Background: an optimization exercise with open tools, aiming at small area, a short achievable clock period and few clock cycles. Do not read the settings as production practice.

==> flow/design.v <==
module rsa_encrypt(input clk, reset_n, compute,
                   input [31:0] M, e, n,
                   output logic [31:0] C,
                   output logic encrypt_done);
  logic        busy, first, keep, mul, yb, ec;
  logic [4:0]  i;       
  logic [3:0]  j;       
  logic [15:0] acc, X, nr;
  function automatic [4:0] msb32(input [31:0] v);
    msb32 = 5'd0;
    for (int k = 1; k < 32; k++) if (v[k]) msb32 = k[4:0];
  endfunction
  function automatic [3:0] msb16(input [15:0] v);
    msb16 = 4'd0;
    for (int k = 1; k < 16; k++) if (v[k]) msb16 = k[3:0];
  endfunction
  function automatic below16(input [15:0] v);
    below16 = 1'b0;
    for (int k = 0; k < 15; k++) if (v[k+1]) below16 = v[k];
  endfunction
  always_ff @(posedge clk) nr <= n[15:0];
  wire [15:0] Y = mul ? M[15:0] : X;
  wire [18:0] x  = first ? 19'd0 : {2'b0, acc, 1'b0};
  wire [18:0] y  = (first | yb) ? {3'b0, X} : 19'd0;
  wire [18:0] z1 = ~{3'b0, nr};
  wire [18:0] z2 = ~{2'b0, nr, 1'b0};
  wire [18:0] s1 = x ^ y ^ z1;
  wire [18:0] c1 = {(x[17:0] & y[17:0]) | (x[17:0] & z1[17:0]) | (y[17:0] & z1[17:0]), 1'b1};
  wire [18:0] s2 = x ^ y ^ z2;
  wire [18:0] c2 = {(x[17:0] & y[17:0]) | (x[17:0] & z2[17:0]) | (y[17:0] & z2[17:0]), 1'b1};
  wire [18:0] t0 = x + y;
  wire [18:0] t1 = s1 + c1;    
  wire [18:0] t2 = s2 + c2;    
  wire [15:0] acc_n = !t2[18] ? t2[15:0] : (!t1[18] ? t1[15:0] : t0[15:0]);
  wire y01  = Y[15:1] == 15'd0;           
  wire fin  = !first && j == 4'd0;
  wire more = !mul && ec;                 
  wire adv  = fin && !more;               
  wire triv = (e[31:1] == 31'd0) || (M[15:1] == 15'd0);    
  always_ff @(posedge clk, negedge reset_n) begin
    if (!reset_n) begin
      busy <= 1'b0;
      encrypt_done <= 1'b0;
    end else if (busy) begin
      if (adv && i == 5'd0) begin
        busy <= 1'b0;
        encrypt_done <= 1'b1;
      end
    end else if (encrypt_done) begin
      if (!compute) encrypt_done <= 1'b0;
    end else if (compute) begin
      if (triv) encrypt_done <= 1'b1;
      else busy <= 1'b1;
    end
  end
  always_ff @(posedge clk) begin
    acc <= acc_n;
    ec <= e[i];
    if (busy) begin
      if (first) begin
        first <= 1'b0;
        keep <= y01;
        j <= y01 ? 4'd0 : msb16({1'b0, Y[15:1]});
        yb <= below16(Y);
      end else begin
        j <= j - 4'd1;
        yb <= Y[j - 4'd1];
      end
      if (fin) begin
        if (!keep) X <= acc_n;
        first <= 1'b1;
        mul <= more;
        if (adv) i <= i - 5'd1;
      end
    end else if (!encrypt_done) begin
      X <= M[15:0];
      first <= 1'b1;
      mul <= 1'b0;
      i <= msb32({1'b0, e[31:1]});
    end
  end
  assign C = {16'd0, X};
endmodule
==> flow/config.mk <==
export PLATFORM = sky130hd
export DESIGN_NAME = rsa_encrypt
export DESIGN_NICKNAME = rsa_encrypt
export VERILOG_FILES = /design/flow/design.v
export SDC_FILE = /design/flow/constraint.sdc
export NUM_CORES = 4
export LEC_CHECK = 0
export ABC_CLOCK_PERIOD_IN_PS = 3000
export CAP_MARGIN = 20
export CORE_MARGIN = 2
export CORE_UTILIZATION = 40
export PLACE_DENSITY = 0.6
export SETUP_SLACK_MARGIN = 1.5
export SLEW_MARGIN = 20
==> flow/constraint.sdc <==
create_clock -name core_clock -period 5.0 [get_ports {clk}]
set_input_delay 1.0000 -clock core_clock [delete_from_list [all_inputs] [get_ports {clk}]]
set_output_delay 1.0000 -clock core_clock [all_outputs]
set_load 0.01 [all_outputs]
run.sh (not shown) runs the stock make flow with config.mk's settings and CLKGATE_MAP_FILE= SYNTH_SCRIPT=/design/flow/synth_recipe.tcl, a recipe that flattens the netlist after the stock synthesis.
Next try:
==> flow/design.v (replaced) <==
module rsa_encrypt(input clk, reset_n, compute,
                   input [31:0] M, e, n,
                   output logic [31:0] C,
                   output logic encrypt_done);
  logic        busy, first, mul, yb, eb;
  logic [4:0]  i;       
  logic [3:0]  j;       
  logic [15:0] acc, X, nr;
  function automatic [4:0] msb32(input [31:0] v);
    msb32 = 5'd0;
    for (int k = 1; k < 32; k++) if (v[k]) msb32 = k[4:0];
  endfunction
  function automatic [3:0] msb16(input [15:0] v);
    msb16 = 4'd0;
    for (int k = 1; k < 16; k++) if (v[k]) msb16 = k[3:0];
  endfunction
  always_ff @(posedge clk) nr <= n[15:0];
  wire [3:0]  jtop = msb16(nr);
  wire [4:0]  itop = msb32(e);
  wire [15:0] Y    = mul ? M[15:0] : X;
  wire [18:0] x  = {2'b0, acc, 1'b0};
  wire [18:0] y  = yb ? {3'b0, X} : 19'd0;
  wire [18:0] z1 = ~{3'b0, nr};
  wire [18:0] z2 = ~{2'b0, nr, 1'b0};
  wire [18:0] s1 = x ^ y ^ z1;
  wire [18:0] c1 = {(x[17:0] & y[17:0]) | (x[17:0] & z1[17:0]) | (y[17:0] & z1[17:0]), 1'b1};
  wire [18:0] s2 = x ^ y ^ z2;
  wire [18:0] c2 = {(x[17:0] & y[17:0]) | (x[17:0] & z2[17:0]) | (y[17:0] & z2[17:0]), 1'b1};
  wire [18:0] t0 = x + y;
  wire [18:0] t1 = s1 + c1;    
  wire [18:0] t2 = s2 + c2;    
  wire [15:0] acc_n = !t2[18] ? t2[15:0] : (!t1[18] ? t1[15:0] : t0[15:0]);
  wire last = !first && j == 4'd0;
  always_ff @(posedge clk, negedge reset_n) begin
    if (!reset_n) begin
      busy <= 1'b0;
      encrypt_done <= 1'b0;
    end else if (busy) begin
      if (last && !(!mul && eb) && i == 5'd0) begin
        busy <= 1'b0;
        encrypt_done <= 1'b1;
      end
    end else if (encrypt_done) begin
      if (!compute) encrypt_done <= 1'b0;
    end else if (compute) begin
      if (itop == 5'd0) encrypt_done <= 1'b1;
      else busy <= 1'b1;
    end
  end
  always_ff @(posedge clk) begin
    eb <= e[i];
    if (busy) begin
      if (first) begin
        acc <= Y[jtop] ? X : 16'd0;
        yb <= Y[jtop - 4'd1];
        j <= jtop - 4'd1;
        first <= 1'b0;
      end else if (!last) begin
        acc <= acc_n;
        yb <= Y[j - 4'd1];
        j <= j - 4'd1;
      end else begin
        X <= acc_n;
        first <= 1'b1;
        if (!mul && eb) mul <= 1'b1;
        else begin
          mul <= 1'b0;
          i <= i - 5'd1;
        end
      end
    end else if (!encrypt_done) begin
      X <= M[15:0];
      first <= 1'b1;
      mul <= 1'b0;
      i <= itop - 5'd1;
    end
  end
  assign C = {16'd0, X};
endmodule
The changed run ran to the end with no violations.
Area after synthesis climbs by a few percent.
Cell count climbs by a few percent.
Synthesized cell count climbs by a few percent.
Utilization climbs by 0.63 points.
Global-route usage climbs by 0.54 points.
Clock-buffer cell count climbs by 1.
First-iteration DRC count climbs by about a fifth.
No functional check of the RTL was part of any run of this note.

-- separate check: timing with driven ports --
The results above use ideal ports. As a check the final layouts listed here were re-extracted and re-timed, cells and wires unchanged. Step 1: set_driving_cell puts a clkbuf_16 on clk and a buf_2 on each other input, an assumption about the parent block. Step 2 moves the port delays by t, midway between the first and last clock arrival at a register: inputs arrive t later, outputs are due t later. That takes back most of the time a late clock gives input paths. a / b / c = ideal ports / drivers / drivers and shift; a / b = the first two.
run | t (ns) | setup slack, ns | worst register clock-pin slew, ns
the first run | 0.382 | 0.996 / 0.996 / 0.996 | 0.06 / 0.06
the second run | 0.387 | 1.238 / 1.238 / 1.238 | 0.06 / 0.06
After both steps every run listed still meets setup and hold.
